Background: an optimization exercise with open tools, aiming at small area. Do not read the settings as production practice. Only simulation tests tie the RTL to the original design; equivalence was not proved. Power and IR drop assume default switching activity.

==> flow/design.v <==
`timescale 1ns / 1ps
module ExtendedHammingDecoder(
    input wire clk,
    input wire reset,
    input wire serial_in,
    output wire [63:0] data_out,
    output reg error_detected,
    output reg error_corrected,
    output reg frequent_errors
);
    reg [71:0] srn;
    always @(posedge clk) srn <= {srn[70:0], ~serial_in};
    reg [6:0] fc;
    wire [15:0] fb_tab = 16'b0110111010010001;
    wire fb = fb_tab[{fc[6], fc[2], fc[1], fc[0]}];
    wire dec = fc[6] & ~fc[5] & ~fc[3] & ~fc[0];
    always @(posedge clk or posedge reset)
        if (reset) fc <= 7'd0;
        else fc <= {fc[5:0], fb};
    wire [6:0] c = ~srn[6:0];
    wire [6:0] s;
    assign s[0] = c[6] ^ c[4] ^ c[2] ^ c[0];
    assign s[1] = c[6] ^ c[5] ^ c[2] ^ c[1];
    assign s[2] = c[6] ^ c[5] ^ c[4] ^ c[3];
    assign s[3] = ^c;
    assign s[4] = c[6] ^ c[4] ^ c[3] ^ c[1] ^ c[0];
    assign s[5] = c[6] ^ c[5] ^ c[3] ^ c[2] ^ c[0];
    assign s[6] = c[6] ^ c[3] ^ c[2];
    wire nz = |s;
    wire inrange = ~s[6] | ~(s[5] | s[4] | s[3]);    
    wire [7:0] lo, hi;
    genvar g;
    generate
        for (g = 0; g < 8; g = g + 1) begin : pd
            assign lo[g] = (s[2:0] == g);
            assign hi[g] = (s[6:3] == g + 1);
        end
    endgenerate
    wire [63:0] hit;
    generate
        for (g = 0; g < 63; g = g + 1) begin : hd
            assign hit[g] = lo[(g + 9) % 8] & hi[(g + 9) / 8 - 1];
        end
    endgenerate
    assign hit[63] = 1'b0;    
    reg [63:0] dq;
    reg valid;
    assign data_out = ~dq & {64{valid}};
    integer k;
    always @(posedge clk)
        if (dec)
            for (k = 0; k < 64; k = k + 1)
                dq[k] <= srn[k+8] ^ hit[k];
    reg [6:0] ch, nh;
    function ge4(input [6:0] x);
        reg a1, a0, b1, b0, m;
        begin
            {a1, a0} = x[0] + x[1] + x[2];
            {b1, b0} = x[3] + x[4] + x[5];
            m = (a0 & b0) | (a0 & x[6]) | (b0 & x[6]);
            ge4 = (a1 & b1) | (a1 & m) | (b1 & m);
        end
    endfunction
    function ge3(input [6:0] x);
        reg a1, a0, b1, b0;
        begin
            {a1, a0} = x[0] + x[1] + x[2];
            {b1, b0} = x[3] + x[4] + x[5];
            ge3 = (a1 & b1) | ((a1 | b1) & (a0 | b0 | x[6])) | (a0 & b0 & x[6]);
        end
    endfunction
    always @(posedge clk or posedge reset)
        if (reset) begin
            valid <= 1'b0;
            error_detected <= 1'b0;
            error_corrected <= 1'b0;
            frequent_errors <= 1'b0;
            ch <= 7'd0;
            nh <= 7'd0;
        end else if (dec) begin
            valid <= 1'b1;
            error_detected <= nz;
            error_corrected <= nz & inrange;
            ch <= {ch[5:0], error_corrected};
            nh <= {nh[5:0], error_detected & ~error_corrected};
            frequent_errors <= ge4(ch) | ge3(nh);
        end
endmodule
==> flow/flow/run.sh <==
#!/bin/bash
# Own layout flow: the standard flow (standard.sh), with changes that only
# affect how the layout is built, not what is built or measured:
#  * synthesis maps logic with an area-oriented ABC script (flow/abc_area.script:
#    deepsyn restructuring, then area mapping)
#    instead of ORFS's delay-oriented one; registers are untouched;
#  * port buffers use the smallest buffer (buf_1);
#  * clock tree: clkbuf_8 buffers, no dummy loads.
# Each step's full output goes to its own log file in this folder.
set -euo pipefail
W=$(pwd)
rm -rf "$W/scripts_mod"
cp -r "$FLOW_HOME/scripts" "$W/scripts_mod"
cp "$W/flow/abc_area.script" "$W/scripts_mod/abc_area.script"
export ABC_AREA=1
bash standard.sh SCRIPTS_DIR="$W/scripts_mod" synth > "$W/synth.log" 2>&1
export CTS_ARGS="${CTS_ARGS_OVERRIDE:--sink_clustering_enable -repair_clock_nets -dont_use_dummy_load -buf_list sky130_fd_sc_hd__clkbuf_8 -sink_clustering_size 30 -sink_clustering_max_diameter 100}"
export BUFFER_PORTS_ARGS="-buffer_cell sky130_fd_sc_hd__buf_1"
bash standard.sh > "$W/layout.log" 2>&1
==> flow/flow/abc_area.script <==
strash
&get -n
&deepsyn -T 20
&put
dch
amap
topo
==> flow/standard.sh <==
#!/bin/bash
# synth_recipe.tcl (not shown) runs the flow's synth.tcl, then flattens the netlist and writes it again
# the make line also repeats each setting of config.mk as NAME=value (left out here)
make -C /OpenROAD-flow-scripts/flow DESIGN_CONFIG=/design/flow/config.mk WORK_HOME=/design/flow/orfs CLKGATE_MAP_FILE= SYNTH_SCRIPT=/design/flow/synth_recipe.tcl "${@:-finish}"
==> flow/config.mk <==
export PLATFORM = sky130hd
export DESIGN_NAME = ExtendedHammingDecoder
export DESIGN_NICKNAME = ExtendedHammingDecoder
export VERILOG_FILES = /design/flow/design.v
export SDC_FILE = /design/flow/constraint.sdc
export NUM_CORES = 4
export LEC_CHECK = 0
export ABC_AREA = 1
export CAP_MARGIN = 20
export CORE_MARGIN = 2
export CORE_UTILIZATION = 40
export CTS_BUF_LIST = sky130_fd_sc_hd__clkbuf_8
export CTS_CLUSTER_SIZE = 30
export SLEW_MARGIN = 20
==> flow/constraint.sdc <==
create_clock -name core_clock -period 5.5 [get_ports {clk}]
set_input_delay 1.1000 -clock core_clock [delete_from_list [all_inputs] [get_ports {clk}]]
set_output_delay 1.1000 -clock core_clock [all_outputs]
set_load 0.01 [all_outputs]
==> results_dict.tcl, run 1 <==
set metrics [dict create \
    tritoncts_clock_tree "built" \
    power.static_leakage_nw 2.06 \
    timing.hold.worst.class "reg2reg" \
    worst_skew_pair_later_pin_latency_ns 0.44 \
    initialDrtViolationCount 392 \
    setup_tns_ns 0 \
    post_cts.resized_instances 0 \
    total_routing_usage_reported_by_global_routing_pct 14.0 \
    timing_worst_setup_path_type "reg2out" \
    required_ns 4.40 \
    dieHeight_um 120 \
    syn_inst 438 \
    setup.worst_path.end_class "output pin" \
    avgViaCountPerCell 4.81 \
    critPathLaunchType "flop" \
    drt_antenna_net_count 0 \
    cts_hold_repair.buffers 0 \
    peakVddDrop_uv 152 \
    layout.filler_cells 1219 \
    post_synth_edffs 64 \
    synth_area_per_cell_um2 12.2 \
    num-nets-final 505 \
    chipWidth_um 120 \
    setup_viol_count_final 0 \
    finalCriticalPeriod_ns 3.05 \
    timing_hold_violations_final 0 \
    cp_max_fo 65 \
    slew_headroom_pct 32.3 \
    via_count 3226 \
    detailedPlacementHpwl_um 6230 \
    worst_ep_arrival_time_ns 1.95 \
    final.period_utilization_pct 55.5 \
    clock_path_buffers 2 \
    antenna-diode-count 0 \
    ys_ff_latch 161 \
    drt_drc_violations_left 0 \
    worst_skew_ns 0.0203 \
    final_cell_mix "sky130_fd_sc_hd__nor2_1, sky130_fd_sc_hd__dfxtp_1, sky130_fd_sc_hd__buf_1" \
    count_of_different_cell_masters_after_synthesis 27 \
    post-cts-setup-buffers 0 \
    synth_async_sr_flop_share_pct 15.5 \
    cts.clk_slew.worst_paths_ns 0.07 \
    route.final.wire_length_um 9550 \
    i_o_pin_total 70 \
    numPortBuffers 69 \
    cts_num_sinks 161 \
    cts.htree.levels 4 \
    grt_setup_unrepaired "false" \
    syn_to_final_growth_pct 11.6 \
    grt_max_degree 81 \
    finalCoreUtilization_pct 45.4 \
    global_route_wire_length_before_repair_um 15300 \
    drive_gt1_share_pct 4.05 \
    maxSlewViolCount 0 \
    fmax_ghz 0.328 \
    clock_root_buffer "sky130_fd_sc_hd__clkbuf_8" \
    postSynthNetCount 447 \
    vias_in_the_first_global_route 3023 \
    power_density_nw_per_um2 324 \
    yosys_warnings 1 \
    tightestPinTransition_ns 1.02 \
    status "timing/DRC/antenna clean" \
    synth_sequential_area_ratio_pct 74.4 \
    worst_hold_slack_ns 0.328 \
    final_common_cell "sky130_fd_sc_hd__nor2_1" \
    antenna_violations_before_repair 0 \
    timing.max_cap.violations 0 \
    dieArea_um2 14300 \
    drt_pass1_iterations 5 \
    place_congestion 0.785 \
    globalRouteOverflowTotal 0 \
    detail_route.wl_per_cell_um 14.3 \
    syn-cell-area_um2 5360 \
    synth_flop_cell "sky130_fd_sc_hd__dfxtp_1" \
    core_footprint_um2 13200 \
    cts_inserted_buffers 17 \
    num_rows 42 \
    floorplan.initialDensity_pct 40.6 \
]
[report_power, final]
| group | switching, W | leakage [nW] | internal, W |
|---|---|---|---|
| Sequential | 0.0000145 | 1.49 | 0.00126 |
| Combinational | 0.0000366 | 0.440 | 0.0000121 |
| Clock | 0.000345 | 0.122 | 0.000273 |
[worst paths after layout]
| path | start | to | slack, ns | cells after the start |
|---|---|---|---|---|
| min in group asynchronous | reset | fc[6] | 0.72 | 2 |
| min reg2reg | srn[7] | srn[8] | 0.33 | 0 |
| max reg2reg | srn[3] | dq[16] | 2.50 | 7 |
| max in group asynchronous | reset | ch[1] | 4.36 | 2 |
| max | valid | data_out[53] | 2.45 | 3 |
| min | srn[7] | srn[8] | 0.33 | 0 |
[worst max-delay path, cell delays in order, from the launching register on]
cell                       delay (ns)
sky130_fd_sc_hd__dfrtp_1         0.34
sky130_fd_sc_hd__clkinv_2        0.59
sky130_fd_sc_hd__nor2_1          0.36
sky130_fd_sc_hd__buf_1           0.19
[per-layer routing]
metal  track usage, %  wire (um)  vias to the layer above
li1                 -          -                     1602
met1             19.9       4560                     1489
met2             19.8       4260                      106
met3             3.94        485                       29
met4             6.62        247                        0
met5                0          0                        -
[state kept, by name, summed over array words and instances, names as in the netlist]
| register | cells |
|---|---|
| ch | 7 |
| error_detected | 1 |
| frequent_errors | 1 |
| error_corrected | 1 |
| fc | 7 |
| valid | 1 |
| nh | 7 |
| dq | 64 |
| srn | 72 |
[cell type report]
cell class / count / area, um2 / share of cell area (%)
Sequential cell: 161 / 3990 / 66.7
Multi-Input combinational cell: 212 / 1140 / 19.1
Timing Repair Buffer: 70 / 267 / 4.46
Clock buffer: 17 / 234 / 3.91
Tap cell: 176 / 220 / 3.68
Inverter: 34 / 129 / 2.15
[Yosys cell counts, types with 2 or more instances]
master | instances | area (um2)
sky130_fd_sc_hd__nand3_1 | 13 | 65.1
sky130_fd_sc_hd__a22oi_1 | 2 | 15.0
sky130_fd_sc_hd__fa_1 | 4 | 80.1
sky130_fd_sc_hd__nor2_1 | 92 | 345
sky130_fd_sc_hd__buf_1 | 31 | 116
sky130_fd_sc_hd__clkinv_1 | 34 | 128
sky130_fd_sc_hd__o22ai_1 | 17 | 106
sky130_fd_sc_hd__nor3_1 | 3 | 15.0
sky130_fd_sc_hd__o21a_1 | 2 | 15.0
sky130_fd_sc_hd__or2_0 | 2 | 12.5
sky130_fd_sc_hd__o21ai_0 | 24 | 120
sky130_fd_sc_hd__ha_1 | 2 | 25.0
sky130_fd_sc_hd__dfxtp_1 | 72 | 1440
sky130_fd_sc_hd__nand2_1 | 6 | 22.5
sky130_fd_sc_hd__o31ai_1 | 21 | 158
sky130_fd_sc_hd__a21oi_1 | 13 | 65.1
sky130_fd_sc_hd__dfrtp_1 | 25 | 626
sky130_fd_sc_hd__nor4_1 | 2 | 12.5
sky130_fd_sc_hd__o32a_1 | 2 | 20.0
sky130_fd_sc_hd__edfxtp_1 | 64 | 1920
[through the flow]
step                setup slack, ns  power (W)  cell area [um2]  std cells
floorplan                     0.367    0.00133             5380        438
global placement               2.76    0.00134             5750        653
detailed placement             2.60    0.00135             5750        653
CTS                            2.42    0.00196             5980        670
global route                   2.15    0.00201             5980        670
finish                         2.45    0.00194             5980        670
[kinds of logic after synthesis]
group           after synthesis  share of synthesized area, %
compound gates               84                          9.75
buf+inv                      65                          4.55
xor+xnor                      1                         0.163
flops                       161                          74.4
simple gates                121                          9.17
fa+ha+maj                     6                          1.96
==> inputs of run 2 (changes only) <==
==> flow/design.v (replaced) <==
`timescale 1ns / 1ps
module ExtendedHammingDecoder(
    input wire clk,
    input wire reset,
    input wire serial_in,
    output wire [63:0] data_out,
    output reg error_detected,
    output reg error_corrected,
    output reg frequent_errors
);
    reg [71:0] sr;
    always @(posedge clk) sr <= {sr[70:0], serial_in};
    reg [6:0] cnt;
    wire dec = cnt[6] & cnt[3];
    always @(posedge clk or posedge reset)
        if (reset) cnt <= 7'd0;
        else cnt <= dec ? 7'd0 : cnt + 7'd1;
    wire [6:0] c = sr[6:0];
    wire [6:0] s;
    assign s[0] = c[6] ^ c[4] ^ c[2] ^ c[0];
    assign s[1] = c[6] ^ c[5] ^ c[2] ^ c[1];
    assign s[2] = c[6] ^ c[5] ^ c[4] ^ c[3];
    assign s[3] = ^c;
    assign s[4] = c[6] ^ c[4] ^ c[3] ^ c[1] ^ c[0];
    assign s[5] = c[6] ^ c[5] ^ c[3] ^ c[2] ^ c[0];
    assign s[6] = c[6] ^ c[3] ^ c[2];
    wire nz = |s;
    wire inrange = ~s[6] | ~(s[5] | s[4] | s[3]);    
    reg [6:0] ch, nh;
    wire [2:0] pch = ch[0] + ch[1] + ch[2] + ch[3] + ch[4] + ch[5] + ch[6];
    wire [2:0] pnh = nh[0] + nh[1] + nh[2] + nh[3] + nh[4] + nh[5] + nh[6];
    reg [63:0] dq;
    reg valid;
    assign data_out = ~dq & {64{valid}};
    integer k;
    always @(posedge clk)
        if (dec)
            for (k = 0; k < 64; k = k + 1)
                dq[k] <= ~(sr[k+8] ^ ((k < 63) && (s == k + 9)));
    always @(posedge clk or posedge reset)
        if (reset) begin
            valid <= 1'b0;
            error_detected <= 1'b0;
            error_corrected <= 1'b0;
            frequent_errors <= 1'b0;
            ch <= 7'd0;
            nh <= 7'd0;
        end else if (dec) begin
            valid <= 1'b1;
            error_detected <= nz;
            error_corrected <= nz & inrange;
            ch <= {ch[5:0], error_corrected};
            nh <= {nh[5:0], error_detected & ~error_corrected};
            frequent_errors <= (pch >= 3'd4) || (pnh >= 3'd3);
        end
endmodule
==> flow/run.sh (new file) <==
#!/bin/bash
# synth_recipe.tcl (not shown) runs the flow's synth.tcl, then flattens the netlist and writes it again
# the make line also repeats each setting of config.mk as NAME=value (left out here)
make -C /OpenROAD-flow-scripts/flow DESIGN_CONFIG=/design/flow/config.mk WORK_HOME=/design/flow/orfs CLKGATE_MAP_FILE= SYNTH_SCRIPT=/design/flow/synth_recipe.tcl finish
==> flow/config.mk (replaced) <==
export PLATFORM = sky130hd
export DESIGN_NAME = ExtendedHammingDecoder
export DESIGN_NICKNAME = ExtendedHammingDecoder
export VERILOG_FILES = /design/flow/design.v
export SDC_FILE = /design/flow/constraint.sdc
export NUM_CORES = 4
export LEC_CHECK = 0
export CAP_MARGIN = 20
export CORE_MARGIN = 2
export CORE_UTILIZATION = 40
export SLEW_MARGIN = 20
removed: flow/flow/run.sh
removed: flow/flow/abc_area.script
removed: flow/standard.sh
==> run 2 against run 1 <==
Count of clock-buffer cells in the layout increased by 1. Die area increased by 9.8%. Synthesized cell count increased by 5.3%. First-iteration DRC count decreased by 60%. Routed wire length increased by 6.4%. Via count increased by 3.1%. Final cell count increased by 9.9%. Clock power increased by 110%. Clock skew decreased by 0.015 ns. Hold slack improved by 0.0082 ns. Non-clock buffer count increased by 1. Global-route usage decreased by 0.47 points. Largest cell class unchanged.
==> results_dict.tcl, run 2 <==
set metrics [dict create \
    post_cts.resized_instances 0 \
    power_density_nw_per_um2 358 \
    syn-cell-area_um2 5900 \
    worst_ep_arrival_time_ns 2.25 \
    critPathLaunchType "flop" \
    syn_to_final_growth_pct 26.3 \
    numPortBuffers 69 \
    placed_cells 704 \
    setup.worst_path.end_class "output pin" \
    drt_drc_violations_left 0 \
    vias_in_the_first_global_route 3326 \
    synthDominantCellAreaShare_pct 32.5 \
    detailedPlacementHpwl_um 6750 \
    route.final.wire_length_um 10200 \
    antenna_violations_before_repair 0 \
    clock_root_buffer "sky130_fd_sc_hd__clkbuf_16" \
    synth.top_cells.by_area "sky130_fd_sc_hd__edfxtp_1, sky130_fd_sc_hd__dfxtp_1, sky130_fd_sc_hd__dfrtp_1, sky130_fd_sc_hd__nor2b_1, sky130_fd_sc_hd__xor2_1" \
    setup_viol_count_final 0 \
    ys_ff_latch 161 \
    cts_hold_repair.buffers 0 \
    setup_tns_ns 0 \
    cts_num_sinks 161 \
    tritoncts_clock_tree "built" \
    cts.clk_slew.worst_paths_ns 0.06 \
    place_congestion 0.767 \
    regMostFlops "sr" \
    cts_inserted_buffers 17 \
    core_footprint_um2 14500 \
    avgViaCountPerCell 4.52 \
    syn_inst 461 \
    post_layout_nonfiller_instances 736 \
    total_routing_usage_reported_by_global_routing_pct 13.5 \
    i_o_pin_total 70 \
    synth_async_sr_flop_share_pct 15.5 \
    drive_gt1_share_pct 9.42 \
    timing.hold.worst.class "reg2reg" \
    drt_antenna_net_count 0 \
    final_cell_mix "sky130_fd_sc_hd__dfxtp_1, sky130_fd_sc_hd__clkdlybuf4s50_1, sky130_fd_sc_hd__nor2b_1" \
    initialDrtViolationCount 157 \
    multi_input_area_um2 1690 \
    grt_setup_unrepaired "false" \
    count_of_different_cell_masters_after_synthesis 36 \
    cp_max_fo 49 \
    num_rows 44 \
    power.static_leakage_nw 2.79 \
    global_route_wire_length_before_repair_um 16500 \
    post-cts-setup-buffers 0 \
    timing_worst_setup_path_type "reg2out" \
    postSynthNetCount 473 \
    timing_hold_violations_final 0 \
    postLayoutCellArea_um2 7460 \
    via_count 3326 \
    post_synth_edffs 64 \
    tightestPinTransition_ns 0.924 \
    synth_area_per_cell_um2 12.8 \
    timing.max_cap.violations 0 \
    fmax_ghz 0.299 \
    synth_sequential_area_ratio_pct 67.6 \
    globalRouteOverflowTotal 0 \
    dieHeight_um 125 \
    layout.filler_cells 1238 \
    finalCriticalPeriod_ns 3.35 \
    dieArea_um2 15700 \
    synth_top_cell_by_area "sky130_fd_sc_hd__edfxtp_1" \
    floorplan.initialDensity_pct 40.8 \
    synth_flop_cell "sky130_fd_sc_hd__dfxtp_1" \
    maxSlewViolCount 0 \
    num-nets-final 551 \
    required_ns 4.40 \
    antenna-diode-count 0 \
    cts.htree.levels 4 \
    slew_headroom_pct 38.0 \
    worst_skew_pair_later_pin_latency_ns 0.42 \
    reg2reg_setup_slack_ns 2.48 \
    post_synth_most_frequent_cells "sky130_fd_sc_hd__dfxtp_1, sky130_fd_sc_hd__nor2b_1, sky130_fd_sc_hd__edfxtp_1, sky130_fd_sc_hd__inv_1, sky130_fd_sc_hd__nand2_1" \
    detail_route.wl_per_cell_um 13.8 \
    grt_max_degree 50 \
    yosys_warnings 1 \
    clock_path_buffers 2 \
    worst_skew_ns 0.00518 \
    largest_register_ffs 72 \
    sequential_cell_area_um2 3990 \
    top_flop_regs "sr (72), dq (64)" \
    chipWidth_um 125 \
    final.period_utilization_pct 60.8 \
    dpl-instance-area_um2 6790 \
    yosys.cell_count.top_type "sky130_fd_sc_hd__dfxtp_1" \
    drt_pass1_iterations 4 \
    final_common_cell "sky130_fd_sc_hd__dfxtp_1" \
    status "timing/DRC/antenna clean" \
    peakVddDrop_uv 262 \
]
run 2: changes by cell type in the layout (fill, tap and decap cells not counted), moves of 21 or more:
cell / delta
sky130_fd_sc_hd__nor2b_1: +66
sky130_fd_sc_hd__o31ai_1: -21
sky130_fd_sc_hd__nor2_1: -86
sky130_fd_sc_hd__clkdlybuf4s50_1: +69
sky130_fd_sc_hd__clkinv_1: -31
sky130_fd_sc_hd__xor2_1: +32
sky130_fd_sc_hd__buf_1: -69
sky130_fd_sc_hd__inv_1: +47
sky130_fd_sc_hd__nand2_1: +34
run 2: routing by layer:
layer	up-vias	global-route usage, %	wire, um
met1	1584	18.5	5020
met3	20	3.68	338
li1	1664	-	-
met5	-	0	0
met4	0	6.73	215
met2	58	19.8	4590
run 2: critical path, stage by stage (launching register included):
cell                              delay, ns
sky130_fd_sc_hd__dfrtp_1               0.63
sky130_fd_sc_hd__buf_4                 0.41
sky130_fd_sc_hd__nor2b_1               0.21
sky130_fd_sc_hd__clkdlybuf4s50_1       0.56
run 2: layout make-up:
| type | count | share of cell area [%] |
|---|---|---|
| Clock inverter | 14 | 3.17 |
| Sequential cell | 161 | 53.5 |
| Clock buffer | 18 | 5.75 |
| Inverter | 49 | 2.47 |
| Multi-Input combinational cell | 239 | 22.6 |
| Tap cell | 184 | 3.09 |
| Timing Repair Buffer | 71 | 9.46 |
run 2: metrics by stage:
stage          worst slack [ns]  hold slack [ns]  util, %  total power (W)
3_3_place_gp               2.55            0.317     46.9          0.00138
6_report                   2.15            0.337     51.5          0.00267
2_1_floorplan              2.20            0.310        -          0.00136
4_1_cts                    2.07            0.341     51.5          0.00269
5_1_grt                    1.97            0.350     51.5          0.00275
3_5_place_dp               2.47            0.320     46.9          0.00138
run 2: logic make-up after synthesis:
group                      Yosys count  share of synthesized area (%)
muxes                               11                           1.99
and+or+nand+nor                    138                           12.8
xor gates and xnor gates            46                           7.08
buffers and inverters               61                           3.90
AOI/OAI and AO/OA                   35                           4.00
adders and majority gates            9                           2.67
DFF                                161                           67.6
run 2: path summary, 6_finish.rpt:
kind	cells past startpoint	end	from
setup / recovery	3	data_out[43]	valid
hold / removal	0	sr[8]	sr[7]
setup reg to reg	9	frequent_errors	nh[0]
hold reg to reg	0	sr[8]	sr[7]
max in group asynchronous	2	valid	reset
min in group asynchronous	2	cnt[5]	reset
run 2: power breakdown:
part           internal (W)  switching [W]   total, W
clock network      0.000851       0.000465    0.00132
registers           0.00126      0.0000161    0.00128
logic             0.0000261      0.0000512  0.0000773

## afterwards: timing with drivers on the ports
In the flow no input, the clock included, has a driving cell. The finished layouts below were timed again as built, in two steps. Step 1: set_driving_cell puts a clkbuf_16 on clk and a buf_2 on each other input, an assumption about the parent block. Step 2 times the ports against the registers' clock, not the clock port: input delays grow and output delays shrink by t, the midpoint of the rising clock arrivals with the driver on. Three values: no drivers, after step 1, after step 2; two values: the first two.
run	t, ns	setup WS [ns]	hold slack, ns	pins driven straight from the clock port
run 1	0.459	2.449 / 2.416 / 2.496	0.328 / 0.328 / 0.328	1
run 2	0.455	2.155 / 2.118 / 2.482	0.337 / 0.337 / 0.337	1
After both steps every run listed still meets setup and hold.
